What follows belongs to an exercise in optimizing a design on an open flow for small area, a short achievable clock period and few clock cycles per item; a production flow would make more cautious choices.
Function was checked by simulation only, so behaviour that the tests miss may differ from the original.

## multiplier32FP
module multiplier32FP (
	input  logic        clk,
	input  logic        rst_n,
	input  logic        start_i,
	input  logic [31:0] a_i,
	input  logic [31:0] b_i,
	output logic        done_o,
	output logic        nan_o,
	output logic        infinit_o,
	output logic        overflow_o,
	output logic        underflow_o,
	output logic [31:0] product_o
);
	logic [7:0]  ea, eb;
	logic [22:0] fa, fb;
	logic        ea_nz, eb_nz, fa_nz, fb_nz, ea_max, eb_max;
	logic [23:0] ma, mb;
	logic        da, db;
	logic [22:0] fsub;
	logic [4:0]  t;
	logic signed [10:0] exp0;
	assign ea = a_i[30:23];
	assign eb = b_i[30:23];
	assign fa = a_i[22:0];
	assign fb = b_i[22:0];
	assign ea_nz = |ea;
	assign eb_nz = |eb;
	assign fa_nz = |fa;
	assign fb_nz = |fb;
	assign ea_max = &ea;
	assign eb_max = &eb;
	assign ma = {ea_nz, fa};
	assign mb = {eb_nz, fb};
	assign da = !ea_nz && fa_nz;
	assign db = !eb_nz && fb_nz;
	assign fsub = da ? fa : fb;
	always_comb begin
		t = 5'd0;
		if (da || db) begin
			t = 5'd23;
			for (int i = 0; i < 23; i++)
				if (fsub[i]) t = 5'(23 - i);
		end
	end
	assign exp0 = $signed({3'b0, ea}) + $signed({3'b0, eb}) - 11'sd127 + $signed({10'b0, da | db});
	logic [47:0] ms, mc, s_r, c_r;
	mul24_cs u_mul (.a(ma), .b(mb), .s(ms), .c(mc));
	logic signed [10:0] exp0_r;
	logic [4:0]  t_r;
	logic        sign_r, bd_r, nan_r, z_r, inf_op_r;
	always_ff @(posedge clk) begin
		s_r      <= ms;
		c_r      <= mc;
		exp0_r   <= exp0;
		t_r      <= t;
		sign_r   <= a_i[31] ^ b_i[31];
		bd_r     <= da && db;
		nan_r    <= (ea_max && fa_nz) || (eb_max && fb_nz);
  ...
Size in the first run: roughly 4300 cells after synthesis, about 120 flip-flops, ~28000 sq um of cells after synthesis.
==> flow/config.mk <==
export PLATFORM = sky130hd
export DESIGN_NAME = multiplier32FP
export DESIGN_NICKNAME = multiplier32FP
export VERILOG_FILES = /design/flow/design.v
export SDC_FILE = /design/flow/constraint.sdc
export NUM_CORES = 4
export LEC_CHECK = 0
export ABC_AREA = 1
export CAP_MARGIN = 20
export CORE_MARGIN = 2
export CORE_UTILIZATION = 40
export PLACE_DENSITY = 0.6
export SLEW_MARGIN = 20
==> flow/constraint.sdc <==
create_clock -name core_clock -period 15.0 [get_ports {clk}]
set_input_delay 3.0000 -clock core_clock [delete_from_list [all_inputs] [get_ports {clk}]]
set_output_delay 3.0000 -clock core_clock [all_outputs]
set_load 0.01 [all_outputs]
run.sh (not shown) runs the stock make flow with config.mk's settings and CLKGATE_MAP_FILE= SYNTH_SCRIPT=/design/flow/synth_recipe.tcl, a recipe that flattens the netlist after the stock synthesis.
Testbench counts at the start, summed over its fixed seeds: cycles 3,200, ops 3,200.
Rerun with:
--- a/flow/config.mk
+++ b/flow/config.mk
@@ -8 +7,0 @@
-export ABC_AREA = 1
The changed run went through all stages and came out clean. Clock-buffer cell count fell by 3. Sequential share of layout area rose by 0.32 points. Synthesized cell count fell by 27%. Routed wire length fell by 2.2%. Critical path depth fell by 13. Design area fell by 4.1%.

========
Another version of the RTL of multiplier32FP (not shown whole).
Size in the first run: roughly 190 flip-flops, about 100 I/O pins, about 24,000 um2 of cells after synthesis.
==> flow/config.mk <==
export PLATFORM = sky130hd
export DESIGN_NAME = multiplier32FP
export DESIGN_NICKNAME = multiplier32FP
export VERILOG_FILES = /design/flow/design.v
export SDC_FILE = /design/flow/constraint.sdc
export NUM_CORES = 4
export LEC_CHECK = 0
export CAP_MARGIN = 20
export CORE_MARGIN = 2
export CORE_UTILIZATION = 55
export PLACE_DENSITY = 0.72
export SLEW_MARGIN = 20
export SYNTH_HIERARCHICAL = 1
==> flow/constraint.sdc <==
create_clock -name core_clock -period 15.0 [get_ports {clk}]
set_input_delay 3.0000 -clock core_clock [delete_from_list [all_inputs] [get_ports {clk}]]
set_output_delay 3.0000 -clock core_clock [all_outputs]
set_load 0.01 [all_outputs]
standard.sh (not shown) runs the stock make flow with config.mk's settings and CLKGATE_MAP_FILE= SYNTH_SCRIPT=/design/flow/synth_recipe.tcl, a recipe that flattens the netlist after the stock synthesis.
==> flow/flow/run.sh <==
#!/bin/bash
# Own layout flow: the standard ORFS flow (standard.sh) with two changes:
#  - the input and output ports are buffered with buf_4 cells instead of the
#    default port-buffer choice;
#  - timing repair aims for 8.5 ns of setup slack (the clock period and the
#    constraints are unchanged; this only makes repair work on paths that
#    already meet them).
# Each make step writes its own log under orfs/logs; the make output as a
# whole goes to standard.log.
set -euo pipefail
export BUFFER_PORTS_ARGS="-buffer_cell sky130_fd_sc_hd__buf_4"
export SETUP_SLACK_MARGIN=8.5
bash standard.sh > standard.log 2>&1
The baseline finished with timing, DRC and antenna clean.
Testbench counts at the start, summed over its fixed seeds: cycles 3,321, ops 3,200.
Edit:
--- a/flow/flow/run.sh
+++ b/flow/flow/run.sh
@@ -5 +5 @@
-#  - timing repair aims for 8.5 ns of setup slack (the clock period and the
+#  - timing repair aims for 8.2 ns of setup slack (the clock period and the
@@ -12 +12 @@
-export SETUP_SLACK_MARGIN=8.5
+export SETUP_SLACK_MARGIN=8.2
- CAP_MARGIN: 20 -> 0
- CORE_UTILIZATION: 55 -> 60
- PLACE_DENSITY: 0.72 -> 0.75
- SLEW_MARGIN: 20 -> 0
Outcome: Via count falls by about 0.34%. Non-clock buffer count falls by 39. Design area falls by 4.2%. Hold slack gets better by 0.0077 ns. Clock skew falls by 0.0030 ns.
Edit:
--- a/flow/flow/run.sh
+++ b/flow/flow/run.sh
@@ -5 +5 @@
-#  - timing repair aims for 8.2 ns of setup slack (the clock period and the
+#  - timing repair aims for 8 ns of setup slack (the clock period and the
@@ -12 +12 @@
-export SETUP_SLACK_MARGIN=8.2
+export SETUP_SLACK_MARGIN=8
=> Register-to-register slack is about the same. Design area falls slightly. Synthesized area stays the same. Setup slack got worse by 0.21 ns. Cell count is about the same. Routed wire length falls slightly. Sequential share of layout area grows by 0.26 points. Hold slack is about the same.
Edit:
- CAP_MARGIN: 0 -> 20
- CORE_UTILIZATION: 60 -> 55
- PLACE_DENSITY: 0.75 -> 0.72
- SLEW_MARGIN: 0 -> 20
Outcome: The changed run went through all stages and came out clean. Hold slack degrades by 0.0043 ns. Design area is higher by 0.53%. Register-to-register slack gets better by 0.06 ns. Sequential share of layout area hardly moves. First-iteration DRC count drops by 3.8%.

========
Another version of the RTL of multiplier32FP (not shown whole).
For scale: ~190 flip-flops.
export LEC_CHECK = 0
export CAP_MARGIN = 20
export CORE_MARGIN = 2
export CORE_UTILIZATION = 40
export PLACE_DENSITY = 0.6
export SLEW_MARGIN = 20
export SYNTH_HIERARCHICAL = 1
create_clock -name core_clock -period 15.0 [get_ports {clk}]
==> flow/flow/run.sh <==
#!/bin/bash
# Own layout flow: the standard ORFS flow (standard.sh) with two changes:
#  - the input and output ports are buffered with buf_4 cells instead of the
#    default port-buffer choice;
#  - timing repair aims for 7.5 ns of setup slack (the clock period and the
#    constraints are unchanged; this only makes repair work on paths that
#    already meet them).
# Each make step writes its own log under orfs/logs; the make output as a
# whole goes to standard.log.
set -euo pipefail
export BUFFER_PORTS_ARGS="-buffer_cell sky130_fd_sc_hd__buf_4"
export SETUP_SLACK_MARGIN=7.5
bash standard.sh > standard.log 2>&1
The starting point produced a clean layout.
Testbench counts at the start, summed over its fixed seeds: cycles 3,321, ops 3,200.
Next try:
==> flow/flow/run.sh (replaced) <==
#!/bin/bash
# Own layout flow: the standard ORFS flow (standard.sh) with two changes:
#  - the input and output ports are buffered with buf_4 cells instead of the
#    default port-buffer choice;
#  - timing repair aims for 8 ns of setup slack (the clock period and the
#    constraints are unchanged; this only makes repair work on paths that
#    already meet them).
# Each make step writes its own log under orfs/logs; the make output as a
# whole goes to standard.log.
set -euo pipefail
export BUFFER_PORTS_ARGS="-buffer_cell sky130_fd_sc_hd__buf_4"
export SETUP_SLACK_MARGIN=8
bash standard.sh > standard.log 2>&1
CORE_UTILIZATION = 55   (was 40)
PLACE_DENSITY = 0.72   (was 0.6)
Via count is about the same.
Die area came out lower by 27%.
Clock-buffer cell count came out higher by 1.
Cell count came out lower by 6.9%.
Register-to-register slack gets better by 60 ps.
Clock skew came out lower by 3.4 ps.
Routed wire length came out lower by 7.4%.
Synthesized cell count does not change.
Setup slack gets better by 440 ps.
Worst hold slack is about the same.
Next try:
CORE_UTILIZATION = 40   (was 55)
PLACE_DENSITY = 0.6   (was 0.72)
Critical path depth goes up by 1; first-iteration DRC count goes down by 5.0%; setup slack improved by 11 ps.

========
Setup of job 101:
multiplier32FP, a different RTL version from the one above (not shown whole).
Size: ~160 flip-flops, roughly 100 I/O pins, about 25000 um2 of cells after synthesis.
==> flow/design.v (excerpt) <==
module multiplier32FP (
	input  logic        clk,
	input  logic        rst_n,
	input  logic        start_i,
	input  logic [31:0] a_i,
	input  logic [31:0] b_i,
	output logic        done_o,
	output logic        nan_o,
	output logic        infinit_o,
	output logic        overflow_o,
	output logic        underflow_o,
	output logic [31:0] product_o
);
==> flow/config.mk <==
export PLATFORM = sky130hd
export DESIGN_NAME = multiplier32FP
export DESIGN_NICKNAME = multiplier32FP
export VERILOG_FILES = /design/flow/design.v
export SDC_FILE = /design/flow/constraint.sdc
export NUM_CORES = 4
export LEC_CHECK = 0
export CAP_MARGIN = 20
export CORE_MARGIN = 2
export CORE_UTILIZATION = 40
export PLACE_DENSITY = 0.6
export SLEW_MARGIN = 20
export SYNTH_HIERARCHICAL = 1
==> flow/constraint.sdc <==
create_clock -name core_clock -period 15.0 [get_ports {clk}]
set_input_delay 3.0000 -clock core_clock [delete_from_list [all_inputs] [get_ports {clk}]]
set_output_delay 3.0000 -clock core_clock [all_outputs]
set_load 0.01 [all_outputs]
==> flow/flow/run.sh <==
#!/bin/bash
# Own layout flow: the standard ORFS flow (standard.sh) with two changes:
#  - the input and output ports are buffered with buf_4 cells instead of the
#    default port-buffer choice;
#  - timing repair aims for 9 ns of setup slack (the clock period and the
#    constraints are unchanged; this only makes repair work on paths that
#    already meet them).
# Each make step writes its own log under orfs/logs; the make output as a
# whole goes to standard.log.
set -euo pipefail
export BUFFER_PORTS_ARGS="-buffer_cell sky130_fd_sc_hd__buf_4"
export SETUP_SLACK_MARGIN=9
bash standard.sh > standard.log 2>&1
Job 101 went all the way through the flow, and no timing, DRC or antenna check failed.
Testbench counts of job 101, summed over its fixed seeds: cycles 3,216, ops 3,200.
[inputs] job 102 vs job 101
==> flow/flow/run.sh <==
#!/bin/bash
# Own layout flow: the standard ORFS flow (standard.sh), unchanged except
# that the input and output ports are buffered with buf_4 cells instead of the
# default port-buffer choice. Each make step writes its own log under
# orfs/logs; the make output as a whole goes to standard.log.
set -euo pipefail
export BUFFER_PORTS_ARGS="-buffer_cell sky130_fd_sc_hd__buf_4"
bash standard.sh > standard.log 2>&1
### Flow results
Per the comparison of job 102 with job 101, routed wire length lower, wire length of the first global-routing pass has decreased, worst setup slack decreased by 1000 ps relative to the old numbers. The final reports for job 102 and job 101 show final critical-path required period higher in the former. Job 102 ended up with s_r[14]$_DFF_P_ as its origin of the worst setup path; job 101 ended up with c_r[27]$_DFF_P_. [job 102 vs job 101] transition at the pin with the smallest max-transition slack: higher in job 102.
Edits applied to the flow inputs when going from job 102 to job 103:
==> flow/flow/run.sh <==
#!/bin/bash
# Own layout flow: the standard ORFS flow (standard.sh) with two changes:
#  - the input and output ports are buffered with buf_4 cells instead of the
#    default port-buffer choice;
#  - timing repair aims for 8 ns of setup slack (the clock period and the
#    constraints are unchanged; this only makes repair work on paths that
#    already meet them).
# Each make step writes its own log under orfs/logs; the make output as a
# whole goes to standard.log.
set -euo pipefail
export BUFFER_PORTS_ARGS="-buffer_cell sky130_fd_sc_hd__buf_4"
export SETUP_SLACK_MARGIN=8
bash standard.sh > standard.log 2>&1
Findings:
Job 103 finished every step from synthesis to the final layout, and the layout passed the timing, DRC and antenna checks. Job 102 has a lower total via count after detailed routing than job 103. On clock-pin transition on the worst setup and hold timing paths, job 103 and job 102 are basically level. Across both runs, biggest cell delay along the critical path was lower for job 103 than for job 102. Slew at the pin with the worst max-slew slack (lower): job 103. Summary: with job 102 as the reference, wire length of the first global-routing pass in job 103 moved up by a few percent. The hold slack was comparable across job 103 and job 102. Status: post-detailed-route via-to-cell ratio parity (job 102, job 103).

========
## try-harbor
multiplier32FP, a different RTL version from the one above (not shown whole).
For scale: about 100 I/O pins, ~0.023 mm2 of cells after synthesis.
export LEC_CHECK = 0
export CAP_MARGIN = 0
export CORE_MARGIN = 2
export CORE_UTILIZATION = 60
export PLACE_DENSITY = 0.75
export SLEW_MARGIN = 0
export SYNTH_HIERARCHICAL = 1
create_clock -name core_clock -period 15.0 [get_ports {clk}]
==> flow/flow/run.sh <==
#!/bin/bash
# Own layout flow: the standard ORFS flow (standard.sh) with two changes:
#  - the input and output ports are buffered with buf_4 cells instead of the
#    default port-buffer choice;
#  - timing repair aims for 8 ns of setup slack (the clock period and the
#    constraints are unchanged; this only makes repair work on paths that
#    already meet them).
# Each make step writes its own log under orfs/logs; the make output as a
# whole goes to standard.log.
set -euo pipefail
export BUFFER_PORTS_ARGS="-buffer_cell sky130_fd_sc_hd__buf_4"
export SETUP_SLACK_MARGIN=8
bash standard.sh > standard.log 2>&1
No stage failed in try-harbor, and the final checks on the layout all came back clean.
Testbench counts of try-harbor, summed over its fixed seeds: cycles 3,321, ops 3,200.
Relative to try-harbor, the following input files were edited for try-lagoon:
--- a/flow/flow/run.sh
+++ b/flow/flow/run.sh
@@ -3 +3 @@
-#  - the input and output ports are buffered with buf_4 cells instead of the
+#  - the input and output ports are buffered with buf_2 cells instead of the
@@ -11 +11 @@
-export BUFFER_PORTS_ARGS="-buffer_cell sky130_fd_sc_hd__buf_4"
+export BUFFER_PORTS_ARGS="-buffer_cell sky130_fd_sc_hd__buf_2"
==> run notes <==
- try-lagoon went all the way through the flow, and no timing, DRC or antenna check failed.
- Wire length of the first global-routing pass for try-lagoon: 1400 um up relative to try-harbor
- The final cycle utilization of the critical path number comes out higher for try-harbor vs try-lagoon.
- From try-harbor to try-lagoon the numbers moved as follows: number of detailed-route iterations in the first pass increased by 1 relative to the old numbers; non-clock buffer count in the final layout went up by 19; total number of cells along the worst setup path down 1; multi-input combinational area share ~0 delta.
- Compared with try-harbor, in try-lagoon setup TNS closely matched the old numbers, maximum single-stage delay on the critical path increased by 0.17 ns relative to the old numbers, highest clock frequency the design can meet increased by 0.39% relative to the old numbers.
- Worst setup path endpoint = product_o[23]: try-harbor; worst setup path endpoint = c_r[29]$_DFF_P_: try-lagoon
### try-lagoon -> try-quartz
--- a/flow/flow/run.sh
+++ b/flow/flow/run.sh
@@ -3 +3 @@
-#  - the input and output ports are buffered with buf_2 cells instead of the
+#  - the input and output ports are buffered with buf_4 cells instead of the
@@ -5 +5 @@
-#  - timing repair aims for 8 ns of setup slack (the clock period and the
+#  - timing repair aims for 8.2 ns of setup slack (the clock period and the
@@ -11,2 +11,2 @@
-export BUFFER_PORTS_ARGS="-buffer_cell sky130_fd_sc_hd__buf_2"
-export SETUP_SLACK_MARGIN=8
+export BUFFER_PORTS_ARGS="-buffer_cell sky130_fd_sc_hd__buf_4"
+export SETUP_SLACK_MARGIN=8.2
[summary]
Re die area: no difference whatsoever between try-lagoon and try-quartz. The share of the cycle needed by the critical path after routing reported for try-quartz is smaller than that of try-lagoon by 0.84 points. Compared with try-lagoon, try-quartz shows a cell area reported after detailed placement that is 99 um2 higher. | count of clock buffers in the final design | higher: try-quartz |. Looking only at global routing met1 resource utilization, and setting everything else aside, the higher value of try-quartz and try-lagoon goes to try-quartz. Changes observed in try-quartz relative to try-lagoon: count of buffer and inverter cells on the critical path saw an increase, maximum frequency now larger, area fraction of clock buffers and clock inverters lost 0.29 points.
Modified inputs, try-willow compared to try-quartz
Settings: SETUP_SLACK_MARGIN now 5, previously not set.
==> flow/run.sh (new file) <==
#!/bin/bash
# synth_recipe.tcl (not shown) runs the flow's synth.tcl, then flattens the netlist and writes it again
# the make line also repeats each setting of config.mk as NAME=value (left out here)
make -C /OpenROAD-flow-scripts/flow DESIGN_CONFIG=/design/flow/config.mk WORK_HOME=/design/flow/orfs CLKGATE_MAP_FILE= SYNTH_SCRIPT=/design/flow/synth_recipe.tcl finish
removed: flow/flow/run.sh
removed: flow/standard.sh
==> comparison <==
Average wire per standard cell delta for try-willow relative to try-quartz: 4.3% lower. A critical path startpoint of b_i[3] is what try-quartz shows, while s_r[15]$_DFF_P_ belongs to try-willow. Looking at try-quartz and try-willow, the depth of the CTS H-tree is a wash. try-willow vs try-quartz on largest stage delay on the critical path: try-willow is the higher one. Any difference in sequential cell area share between try-quartz and try-willow is small enough to ignore. Relative to try-quartz, required time reported for the critical path endpoint has decreased by 3.33 ns in try-willow.
For try-umber, these inputs were changed with respect to try-willow:
Settings: PLACE_DENSITY changed from 0.75 to 0.78; GPL_TIMING_DRIVEN newly set to 1; SETUP_SLACK_MARGIN removed (was 5); CORE_UTILIZATION changed from 60 to 65.
==> flow/flow/run.sh (new file) <==
#!/bin/bash
# Own layout flow: the standard ORFS flow (standard.sh) with two changes:
#  - the input and output ports are buffered with buf_4 cells instead of the
#    default port-buffer choice;
#  - timing repair aims for 8 ns of setup slack (the clock period and the
#    constraints are unchanged; this only makes repair work on paths that
#    already meet them).
# Each make step writes its own log under orfs/logs; the make output as a
# whole goes to standard.log.
set -euo pipefail
export BUFFER_PORTS_ARGS="-buffer_cell sky130_fd_sc_hd__buf_4"
export SETUP_SLACK_MARGIN=8
bash standard.sh > standard.log 2>&1
==> flow/standard.sh (new file) <==
#!/bin/bash
# synth_recipe.tcl (not shown) runs the flow's synth.tcl, then flattens the netlist and writes it again
# the make line also repeats each setting of config.mk as NAME=value (left out here)
make -C /OpenROAD-flow-scripts/flow DESIGN_CONFIG=/design/flow/config.mk WORK_HOME=/design/flow/orfs CLKGATE_MAP_FILE= SYNTH_SCRIPT=/design/flow/synth_recipe.tcl "${@:-finish}"
removed: flow/run.sh
[summary]
try-umber was carried through to the last stage, and its layout satisfied the timing, DRC and antenna checks. Changes observed in try-umber relative to try-willow: met2 demand-to-capacity share in global routing has increased; total routing resource utilization after global routing has increased; die span in y has decreased; via count has decreased. From try-willow to try-umber the numbers moved as follows: global-route wire length before repair fell about 2.5%; number of antenna diodes now larger; number of ordinary inverters in the final layout up about 1.3%.

## afterwards: timing with drivers on the ports
The results above use ideal ports. As a check the final layouts listed here were re-extracted and re-timed, cells and wires unchanged. Step 1: set_driving_cell puts a clkbuf_16 on clk and a buf_2 on each other input, an assumption about the parent block. Step 2 times the ports against the registers' clock, not the clock port: input delays grow and output delays shrink by t, the midpoint of the rising clock arrivals with the driver on. a / b / c = no drivers / after step 1 / after step 2; a / b = the first two.
| run | shift t [ns] | slack for setup (ns) | hold slack, ns |
|---|---|---|---|
| the first run of note 1 | 0.492 | 5.483 / 5.430 / 5.922 | 2.686 / 2.655 / 3.147 |
| the second run of note 1 | 0.500 | 4.657 / 4.602 / 5.102 | 2.690 / 2.657 / 3.157 |
| the first run of note 2 | 0.504 | 8.304 / 8.249 / 8.068 | 0.418 / 0.418 / 0.418 |
| the second run of note 2 | 0.486 | 8.266 / 8.222 / 7.809 | 0.426 / 0.426 / 0.426 |
| the third run of note 2 | 0.486 | 8.052 / 8.060 / 7.574 | 0.426 / 0.426 / 0.426 |
| the fourth run of note 2 | 0.498 | 8.076 / 8.024 / 7.609 | 0.422 / 0.422 / 0.422 |
| the first run of note 3 | 0.548 | 7.670 / 7.608 / 7.552 | 0.436 / 0.436 / 0.436 |
| the second run of note 3 | 0.497 | 8.106 / 8.057 / 7.693 | 0.438 / 0.438 / 0.438 |
| the third run of note 3 | 0.544 | 8.117 / 8.061 / 7.640 | 0.442 / 0.442 / 0.442 |
| job 101 | 0.554 | 8.248 / 8.194 / 8.059 | 0.393 / 0.393 / 0.393 |
| job 102 | 0.518 | 7.244 / 7.185 / 7.364 | 0.407 / 0.407 / 0.407 |
| job 103 | 0.511 | 8.110 / 8.057 / 7.634 | 0.408 / 0.408 / 0.408 |
| try-harbor | 0.492 | 8.070 / 8.017 / 7.611 | 0.431 / 0.431 / 0.431 |
| try-lagoon | 0.479 | 8.097 / 8.093 / 7.645 | 0.437 / 0.437 / 0.437 |
| try-quartz | 0.487 | 8.222 / 8.180 / 7.749 | 0.439 / 0.439 / 0.439 |
| try-willow | 0.498 | 7.153 / 7.094 / 7.048 | 0.434 / 0.434 / 0.434 |
| try-umber | 0.491 | 8.065 / 8.045 / 7.601 | 0.437 / 0.437 / 0.437 |
After both steps setup and hold are still met in every run listed. For the third run of note 2, which loses most, drivers alone change the setup slack by +0.008 ns; drivers and shift together by -0.478 ns.
